This design comes from an exercise in tuning for small area and a short achievable clock period on the open sky130 flow, not from production work. Function was checked by simulation only, so behaviour that the tests miss may differ from the original.

wip/fjord:
==> module fadd_ctl, before the edit <==
module fadd_ctl (
    input  [31:0] a,
    input  [31:0] b,
    output [30:0] ctl
);
    wire sa = a[31], sb = b[31];
    wire [7:0] ea = a[30:23], eb = b[30:23];
    wire [22:0] fa = a[22:0], fb = b[22:0];
    wire ha = |ea, hb = |eb;
    wire a_max = &ea, b_max = &eb;
    wire fa_z = ~|fa, fb_z = ~|fb;
    wire nan_a = a_max & ~fa_z, nan_b = b_max & ~fb_z;
    wire inf_a = a_max & fa_z, inf_b = b_max & fb_z;
    wire zero_a = ~ha & fa_z, zero_b = ~hb & fb_z;
    wire is_nan = nan_a | nan_b | (inf_a & inf_b & (sa ^ sb));
    wire is_inf = inf_a | inf_b;
    wire [1:0] spec = is_nan ? 2'd1 : is_inf ? 2'd2 : (zero_a & zero_b) ? 2'd3 : 2'd0;
    wire spec_sign = inf_a ? sa : sb;
    wire [8:0] dab = {1'b0, ea} - {1'b0, eb};
    wire [7:0] dba = eb - ea;
    wire agtb = ea > eb;
    wire [7:0] base = agtb ? ea : eb;
    wire n_d1 = ea[0] ^ eb[0];
    wire n_agtb = n_d1 & (ea[1] ^ eb[1] ^ ea[0]);
    wire n_bgta = n_d1 & ~(ea[1] ^ eb[1] ^ ea[0]);
    wire d_le1 = (dab == 9'h000) | (dab == 9'h001) | (dab == 9'h1FF);
    wire use_near = ((sa ^ sb) & d_le1) | (~ha & ~hb);
    assign ctl = {spec_sign, spec, use_near, n_bgta, n_agtb, base, agtb, dba, dab[7:0]};
endmodule
==> module fadd_s1, before the edit <==
module fadd_s1 #(parameter DUAL_SHIFT = 0) (
    input  [31:0] a,
    input  [31:0] b,
    input  [30:0] ctl,
    output        sub,         
    output [23:0] big,         
    output [23:0] sml,         
    output        far_sign,
    output [7:0]  base,        
    output [23:0] near_x,      
    output [23:0] near_y,      
    output        near_lt,     
    output        near_sx,     
    output        near_sy,     
    output        use_near,
    output [1:0]  spec,        
    output        spec_sign    
);
    wire [7:0] dab = ctl[7:0];
    wire [7:0] dba = ctl[15:8];
    wire agtb = ctl[16];
    assign base = ctl[24:17];
    assign use_near = ctl[27];
    assign spec = ctl[29:28];
    assign spec_sign = ctl[30];
    wire sa = a[31], sb = b[31];
    wire [23:0] ma = {|a[30:23], a[22:0]};
    wire [23:0] mb = {|b[30:23], b[22:0]};
    assign sub = sa ^ sb;
    assign big = agtb ? ma : mb;
    generate
        if (DUAL_SHIFT) begin : g_dual
            wire [23:0] shb = mb >> dab;
            wire [23:0] sha = ma >> dba;
            assign sml = agtb ? shb : sha;
        end else begin : g_swap
            wire [7:0] d = agtb ? dab : dba;
            wire [23:0] smlu = agtb ? mb : ma;
            assign sml = smlu >> d;
        end
    endgenerate
    assign far_sign = sub ? (agtb ? sa : sb) : sa;
    wire n_agtb = ctl[25];
    wire n_bgta = ctl[26];
    generate
        if (DUAL_SHIFT) begin : g_near3
            wire [24:0] x0 = {1'b0, ma} + {1'b0, sub ? ~mb : mb} + {24'd0, sub};
            wire [24:0] y0 = {1'b0, mb} + {1'b0, ~ma} + 25'd1;
            wire [24:0] x1 = {1'b0, ma} + {2'b11, ~mb[23:1]} + 25'd1;
            wire [24:0] y2 = {1'b0, mb} + {2'b11, ~ma[23:1]} + 25'd1;
            assign near_x = n_agtb ? x1[23:0] : x0[23:0];
            assign near_y = n_bgta ? y2[23:0] : y0[23:0];
            assign near_lt = n_bgta | (sub & ~x0[24] & ~n_agtb);
        end else begin : g_near1
            wire [23:0] na = n_bgta ? {1'b0, ma[23:1]} : ma;
            wire [23:0] nb = n_agtb ? {1'b0, mb[23:1]} : mb;
            wire [24:0] xw = {1'b0, na} + {1'b0, sub ? ~nb : nb} + {24'd0, sub};
            wire [24:0] yw = {1'b0, nb} + {1'b0, ~na} + 25'd1;
            assign near_lt = sub & ~xw[24];
            assign near_x = xw[23:0];
            assign near_y = yw[23:0];
        end
    endgenerate
    assign near_sx = sa;
    assign near_sy = sb;
endmodule
clock: 26.5 ns
lec_check: 0
cap_margin: 20
core_margin: 2
core_utilization: 50
slew_margin: 20
synth_hierarchical: 1
run.sh (not shown) runs the stock make flow with config.mk's settings and CLKGATE_MAP_FILE= SYNTH_SCRIPT=/design/flow/synth_recipe.tcl, a recipe that flattens the netlist after the stock synthesis.
wip/fjord finished all stages; the layout is clean.
For wip/amber, these inputs were changed with respect to wip/fjord:
diff --git a/flow/design.v b/flow/design.v
--- a/flow/design.v
+++ b/flow/design.v
@@ -60,11 +60,11 @@
     wire is_inf = inf_a | inf_b;
     wire [1:0] spec = is_nan ? 2'd1 : is_inf ? 2'd2 : (zero_a & zero_b) ? 2'd3 : 2'd0;
     wire spec_sign = inf_a ? sa : sb;
     wire [8:0] dab = {1'b0, ea} - {1'b0, eb};
     wire [7:0] dba = eb - ea;
-    wire agtb = ea > eb;
+    wire agtb = ~dab[8] & (|dab[7:0]);
     wire [7:0] base = agtb ? ea : eb;
     wire n_d1 = ea[0] ^ eb[0];
     wire n_agtb = n_d1 & (ea[1] ^ eb[1] ^ ea[0]);
     wire n_bgta = n_d1 & ~(ea[1] ^ eb[1] ^ ea[0]);
     wire d_le1 = (dab == 9'h000) | (dab == 9'h001) | (dab == 9'h1FF);
@@ -113,29 +113,17 @@
         end
     endgenerate
     assign far_sign = sub ? (agtb ? sa : sb) : sa;
     wire n_agtb = ctl[25];
     wire n_bgta = ctl[26];
-    generate
-        if (DUAL_SHIFT) begin : g_near3
-            wire [24:0] x0 = {1'b0, ma} + {1'b0, sub ? ~mb : mb} + {24'd0, sub};
-            wire [24:0] y0 = {1'b0, mb} + {1'b0, ~ma} + 25'd1;
-            wire [24:0] x1 = {1'b0, ma} + {2'b11, ~mb[23:1]} + 25'd1;
-            wire [24:0] y2 = {1'b0, mb} + {2'b11, ~ma[23:1]} + 25'd1;
-            assign near_x = n_agtb ? x1[23:0] : x0[23:0];
-            assign near_y = n_bgta ? y2[23:0] : y0[23:0];
-            assign near_lt = n_bgta | (sub & ~x0[24] & ~n_agtb);
-        end else begin : g_near1
-            wire [23:0] na = n_bgta ? {1'b0, ma[23:1]} : ma;
-            wire [23:0] nb = n_agtb ? {1'b0, mb[23:1]} : mb;
-            wire [24:0] xw = {1'b0, na} + {1'b0, sub ? ~nb : nb} + {24'd0, sub};
-            wire [24:0] yw = {1'b0, nb} + {1'b0, ~na} + 25'd1;
-            assign near_lt = sub & ~xw[24];
-            assign near_x = xw[23:0];
-            assign near_y = yw[23:0];
-        end
-    endgenerate
+    wire [23:0] na = n_bgta ? {1'b0, ma[23:1]} : ma;
+    wire [23:0] nb = n_agtb ? {1'b0, mb[23:1]} : mb;
+    wire [24:0] xw = {1'b0, na} + {1'b0, sub ? ~nb : nb} + {24'd0, sub};
+    wire [24:0] yw = {1'b0, nb} + {1'b0, ~na} + 25'd1;
+    assign near_lt = sub & ~xw[24];
+    assign near_x = xw[23:0];
+    assign near_y = yw[23:0];
     assign near_sx = sa;
     assign near_sy = sb;
 endmodule
 module fadd_s2 (
     input         sub,
[summary]
Against wip/fjord, wip/amber comes in 4.3 points lower on global routing met2 resource utilization.
Design area on wip/amber is down relative to wip/fjord.
| number of antenna violations at the first check in global routing | wip/amber vs wip/fjord | 3 higher |
Total iterations of the first detailed-routing run was higher in wip/amber than in wip/fjord.
Taking wip/fjord as the reference point, the maximum clock frequency of wip/amber falls by about 6%.
Looking at utilization of the core after routing, wip/amber sits 0.24 points lower than wip/fjord does.
wip/amber against wip/fjord: total wire length after detailed routing lower.

---

JK:
Another version of the RTL of PE (not shown whole).
Size: roughly 15,000 cells after synthesis.
==> module fadd_s2, before the edit <==
module fadd_s2 #(parameter FAST_EXP = 0) (
    input         sub,
    input  [23:0] big,
    input  [23:0] sml,
    input         far_sign,
    input  [7:0]  base,
    input  [23:0] near_x,
    input  [23:0] near_y,
    input         near_lt,
    input         near_sx,
    input         near_sy,
    input         use_near,
    input  [1:0]  spec,
    input         spec_sign,
    output [31:0] res
);
    wire [24:0] fs = {1'b0, big} + {1'b0, sub ? ~sml : sml} + {24'd0, sub};
    wire [24:0] fsum = sub ? {1'b0, fs[23:0]} : fs;
    wire [22:0] f_man = fsum[24] ? fsum[23:1] : fsum[23] ? fsum[22:0] : {fsum[21:0], 1'b0};
    wire [7:0]  f_exp = fsum[24] ? base + 8'd1 : fsum[23] ? base : base - 8'd1;
    wire [4:0] lzx, lzy;
    lzc24 u_lzx (.x(near_x), .n(lzx));
    lzc24 u_lzy (.x(near_y), .n(lzy));
    wire [4:0] lz = near_lt ? lzy : lzx;
    wire [23:0] n_val = near_lt ? near_y : near_x;
    wire near_sign = near_lt ? near_sy : near_sx;
    wire [23:0] n_sh;
    lshift24 u_sh (.x(n_val), .n(lz), .y(n_sh));
    wire n_zero = lz[4] & lz[3];             
    wire [22:0] n_man = n_sh[22:0];
    wire [7:0]  n_e;
    generate
        if (FAST_EXP) begin : g_fexp
            wire [7:0] n_ex, n_ey;
            esub u_esx (.base(base), .n(lzx), .d(n_ex));
            esub u_esy (.base(base), .n(lzy), .d(n_ey));
            assign n_e = near_lt ? n_ey : n_ex;
        end else begin : g_exp
            esub u_esub (.base(base), .n(lz), .d(n_e));
        end
    endgenerate
    wire [7:0]  n_exp = n_zero ? 8'd0 : n_e;
    wire [31:0] r = use_near ? {near_sign, n_exp, n_man} : {far_sign, f_exp, f_man};
    assign res = spec == 2'd1 ? 32'h7FC00000 :
                 spec == 2'd2 ? {spec_sign, 8'hFF, 23'd0} :
                 spec == 2'd3 ? 32'd0 : r;
endmodule
==> module PE, before the edit <==
module PE(
    input clk, rst, i_vld, bias_add,
    input [31:0] in0, in1, in2, in3, in4, in5, in6, in7, bias_val,
    output [31:0] out_node
);
    reg v1, v2, v3;
    always @(posedge clk or posedge rst) begin
        if (rst) begin
            v1 <= 1'b0;
            v2 <= 1'b0;
            v3 <= 1'b0;
        end else begin
            v1 <= i_vld;
            v2 <= v1;
            v3 <= v2;
        end
    end
    wire [31:0] opa [0:3];
    wire [31:0] opb [0:3];
    assign opa[0] = in0; assign opb[0] = in1;
    assign opa[1] = in2; assign opb[1] = in3;
    assign opa[2] = in4; assign opb[2] = in5;
    assign opa[3] = in6; assign opb[3] = in7;
    wire [31:0] prod [0:3];
    genvar k;
    generate
        for (k = 0; k < 4; k = k + 1) begin : mul
            wire        sign_w;
            wire [9:0]  esum_w;
            wire [1:0]  cls_w;
            wire [23:0] ma_w, mb_w;
            fmul_pre u_pre (.a(opa[k]), .b(opb[k]), .sign(sign_w), .esum(esum_w),
                            .cls(cls_w), .ma(ma_w), .mb(mb_w));
            reg        a_sign;
            reg [9:0]  a_esum;
            reg [1:0]  a_cls;
            reg [23:0] a_ma, a_mb;
            always @(posedge clk) begin
                a_sign <= sign_w;
                a_esum <= esum_w;
                a_cls  <= cls_w;
                a_ma   <= ma_w;
                a_mb   <= mb_w;
            end
            wire        norm_w;
            wire [22:0] man_w;
            wire        rnd_w;
            fmul_core u_core (.esum(a_esum), .ma(a_ma), .mb(a_mb),
                              .norm(norm_w), .man_norm(man_w), .rnd(rnd_w));
            fmul_post u_post (.sign(a_sign), .cls(a_cls), .esum(a_esum), .norm(norm_w),
                              .man_norm(man_w), .rnd(rnd_w), .res(prod[k]));
        end
    endgenerate
    reg [31:0] p0, p1, p2, p3;
    always @(posedge clk) begin
        p0 <= prod[0];
        p1 <= prod[1];
        p2 <= prod[2];
        p3 <= prod[3];
    end
    wire [31:0] s01_w, s23_w;
    reg  [31:0] s01, s23;
    fadd add0 (.a(p0), .b(p1), .res(s01_w));
    fadd add1 (.a(p2), .b(p3), .res(s23_w));
    wire [30:0] ctl2_w;
    reg  [30:0] ctl2;
    fadd_ctl add2_ctl (.a(s01_w), .b(s23_w), .ctl(ctl2_w));
    always @(posedge clk) begin
        s01  <= s01_w;
        s23  <= s23_w;
        ctl2 <= ctl2_w;
    end
    wire [31:0] tree;
    fadd_pc add2 (.a(s01), .b(s23), .ctl(ctl2), .res(tree));
    reg  [31:0] acc_r;                       
    wire [31:0] acc_x = bias_add ? bias_val : tree;
    wire        h_sub, h_far_sign, h_near_sx, h_near_sy, h_near_lt, h_use_near, h_spec_sign;
    wire [23:0] h_big, h_sml, h_near_x, h_near_y;
    wire [7:0]  h_base;
    wire [1:0]  h_spec;
    wire [30:0] h_ctl;
    fadd_ctl acc_ctl (.a(acc_r), .b(acc_x), .ctl(h_ctl));
    fadd_s1 #(.DUAL_SHIFT(1)) acc_s1 (.a(acc_r), .b(acc_x), .ctl(h_ctl), .sub(h_sub), .big(h_big), .sml(h_sml),
                    .far_sign(h_far_sign), .base(h_base), .near_x(h_near_x),
                    .near_y(h_near_y), .near_lt(h_near_lt), .near_sx(h_near_sx),
                    .near_sy(h_near_sy), .use_near(h_use_near), .spec(h_spec),
                    .spec_sign(h_spec_sign));
    reg         q_sub, q_far_sign, q_near_sx, q_near_sy, q_near_lt, q_use_near, q_spec_sign;
    reg  [23:0] q_big, q_sml, q_near_x, q_near_y;
    reg  [7:0]  q_base;
    reg  [1:0]  q_spec;
    always @(posedge clk) begin
        q_sub       <= h_sub;
        q_big       <= h_big;
        q_sml       <= h_sml;
        q_far_sign  <= h_far_sign;
        q_base      <= h_base;
        q_near_x    <= h_near_x;
        q_near_y    <= h_near_y;
        q_near_lt   <= h_near_lt;
        q_near_sx   <= h_near_sx;
        q_near_sy   <= h_near_sy;
        q_use_near  <= h_use_near;
        q_spec_sign <= h_spec_sign;
    end
    always @(posedge clk or posedge rst) begin
        if (rst)
            q_spec <= 2'd3;
        else
            q_spec <= (bias_add | v3) ? h_spec : 2'd3;
    end
    wire [31:0] acc_sum;
    fadd_s2 #(.FAST_EXP(1)) acc_s2 (.sub(q_sub), .big(q_big), .sml(q_sml), .far_sign(q_far_sign),
                    .base(q_base), .near_x(q_near_x), .near_y(q_near_y),
                    .near_lt(q_near_lt), .near_sx(q_near_sx), .near_sy(q_near_sy),
                    .use_near(q_use_near), .spec(q_spec), .spec_sign(q_spec_sign),
                    .res(acc_sum));
    assign out_node = acc_sum;
    always @(posedge clk) begin
        if (rst)
            acc_r <= 32'd0;
        else
            acc_r <= out_node;
    end
endmodule
export LEC_CHECK = 0
export CAP_MARGIN = 20
export CORE_MARGIN = 2
export CORE_UTILIZATION = 50
export SLEW_MARGIN = 20
export SYNTH_HIERARCHICAL = 1
create_clock -name core_clock -period 26.5 [get_ports {clk}]
standard.sh (not shown) runs the stock make flow with config.mk's settings and CLKGATE_MAP_FILE= SYNTH_SCRIPT=/design/flow/synth_recipe.tcl, a recipe that flattens the netlist after the stock synthesis.
==> flow/flow/run.sh <==
#!/bin/bash
# Layout: the standard ORFS flow (standard.sh: the standard synthesis,
# floorplan, placement, CTS, routing), with two settings changed:
#  - the timing repair of each stage (floorplan, CTS, global route) works
#    until the setup slack at the design's clock period is at least
#    SETUP_SLACK_MARGIN ns, instead of stopping at non-negative slack;
#  - every input and output port still gets its own buffer, but a buf_4
#    rather than the delay cell buffer_ports picks by default.
# The clock, its period and the input/output constraints are the design's,
# unchanged.
set -euo pipefail
cd "$(dirname "$0")/.."
bash standard.sh "BUFFER_PORTS_ARGS=-buffer_cell sky130_fd_sc_hd__buf_4" \
    SETUP_SLACK_MARGIN=17 finish > layout_orfs_make.log 2>&1
Modified inputs, MS compared to JK
diff --git a/flow/design.v b/flow/design.v
--- a/flow/design.v
+++ b/flow/design.v
@@ -136,9 +136,9 @@
     endgenerate
     assign near_sx = sa;
     assign near_sy = sb;
 endmodule
-module fadd_s2 #(parameter FAST_EXP = 0) (
+module fadd_s2 (
     input         sub,
     input  [23:0] big,
     input  [23:0] sml,
     input         far_sign,
@@ -167,18 +167,9 @@
     lshift24 u_sh (.x(n_val), .n(lz), .y(n_sh));
     wire n_zero = lz[4] & lz[3];             
     wire [22:0] n_man = n_sh[22:0];
     wire [7:0]  n_e;
-    generate
-        if (FAST_EXP) begin : g_fexp
-            wire [7:0] n_ex, n_ey;
-            esub u_esx (.base(base), .n(lzx), .d(n_ex));
-            esub u_esy (.base(base), .n(lzy), .d(n_ey));
-            assign n_e = near_lt ? n_ey : n_ex;
-        end else begin : g_exp
-            esub u_esub (.base(base), .n(lz), .d(n_e));
-        end
-    endgenerate
+    esub u_esub (.base(base), .n(lz), .d(n_e));
     wire [7:0]  n_exp = n_zero ? 8'd0 : n_e;
     wire [31:0] r = use_near ? {near_sign, n_exp, n_man} : {far_sign, f_exp, f_man};
     assign res = spec == 2'd1 ? 32'h7FC00000 :
                  spec == 2'd2 ? {spec_sign, 8'hFF, 23'd0} :
@@ -2062,9 +2053,9 @@
         else
             q_spec <= (bias_add | v3) ? h_spec : 2'd3;
     end
     wire [31:0] acc_sum;
-    fadd_s2 #(.FAST_EXP(1)) acc_s2 (.sub(q_sub), .big(q_big), .sml(q_sml), .far_sign(q_far_sign),
+    fadd_s2 acc_s2 (.sub(q_sub), .big(q_big), .sml(q_sml), .far_sign(q_far_sign),
                     .base(q_base), .near_x(q_near_x), .near_y(q_near_y),
                     .near_lt(q_near_lt), .near_sx(q_near_sx), .near_sy(q_near_sy),
                     .use_near(q_use_near), .spec(q_spec), .spec_sign(q_spec_sign),
                     .res(acc_sum));
- Looking at met2 track demand over resource, MS sits 0.21 points higher than JK does.
- The run showing the smaller total number of tap cells is MS.
- Of the two values seen for top layer used by detailed routing, met4 was produced by MS and met5 by JK.
- Going from JK to MS, shortest clock period the worst path allows after layout -110 ps; via count stayed essentially flat; fraction of final layout cells sized beyond drive strength 1 stayed essentially flat; cell area shrank by about 0.8%.
- There was hardly any difference in final wirelength between MS and JK.
- JK -> MS: post-route non-filler standard cell count decreased slightly

static timing again, ports no longer ideal:
Ports are ideal in the flow. The routed layouts listed here were re-timed in OpenROAD.
Step 1 assumes that a clkbuf_16 drives the clock port and a buf_2 every other input.
Step 2 also shifts input and output timing later by t, the mid clock arrival at the registers, as if the neighbouring blocks saw the same clock.
Three values: no drivers, after step 1, after step 2; two values: the first two.
run | t (ns) | setup WS [ns] | worst hold slack (ns) | worst register clock-pin slew, ns | pins driven straight from the clock port
wip/fjord | 0.900 | 15.572 / 15.476 / 15.752 | 0.354 / 0.354 / 0.354 | 0.07 / 0.07 | 1
wip/amber | 0.910 | 14.883 / 14.883 / 14.883 | 0.351 / 0.351 / 0.351 | 0.07 / 0.07 | 1
JK | 0.923 | 16.623 / 16.522 / 16.590 | 0.355 / 0.355 / 0.355 | 0.07 / 0.07 | 1
MS | 0.911 | 16.731 / 16.630 / 16.560 | 0.351 / 0.351 / 0.351 | 0.07 / 0.07 | 1
After both steps setup and hold are still met in every run listed. For MS, which loses most, drivers alone change the setup slack by -0.101 ns; drivers and shift together by -0.171 ns.
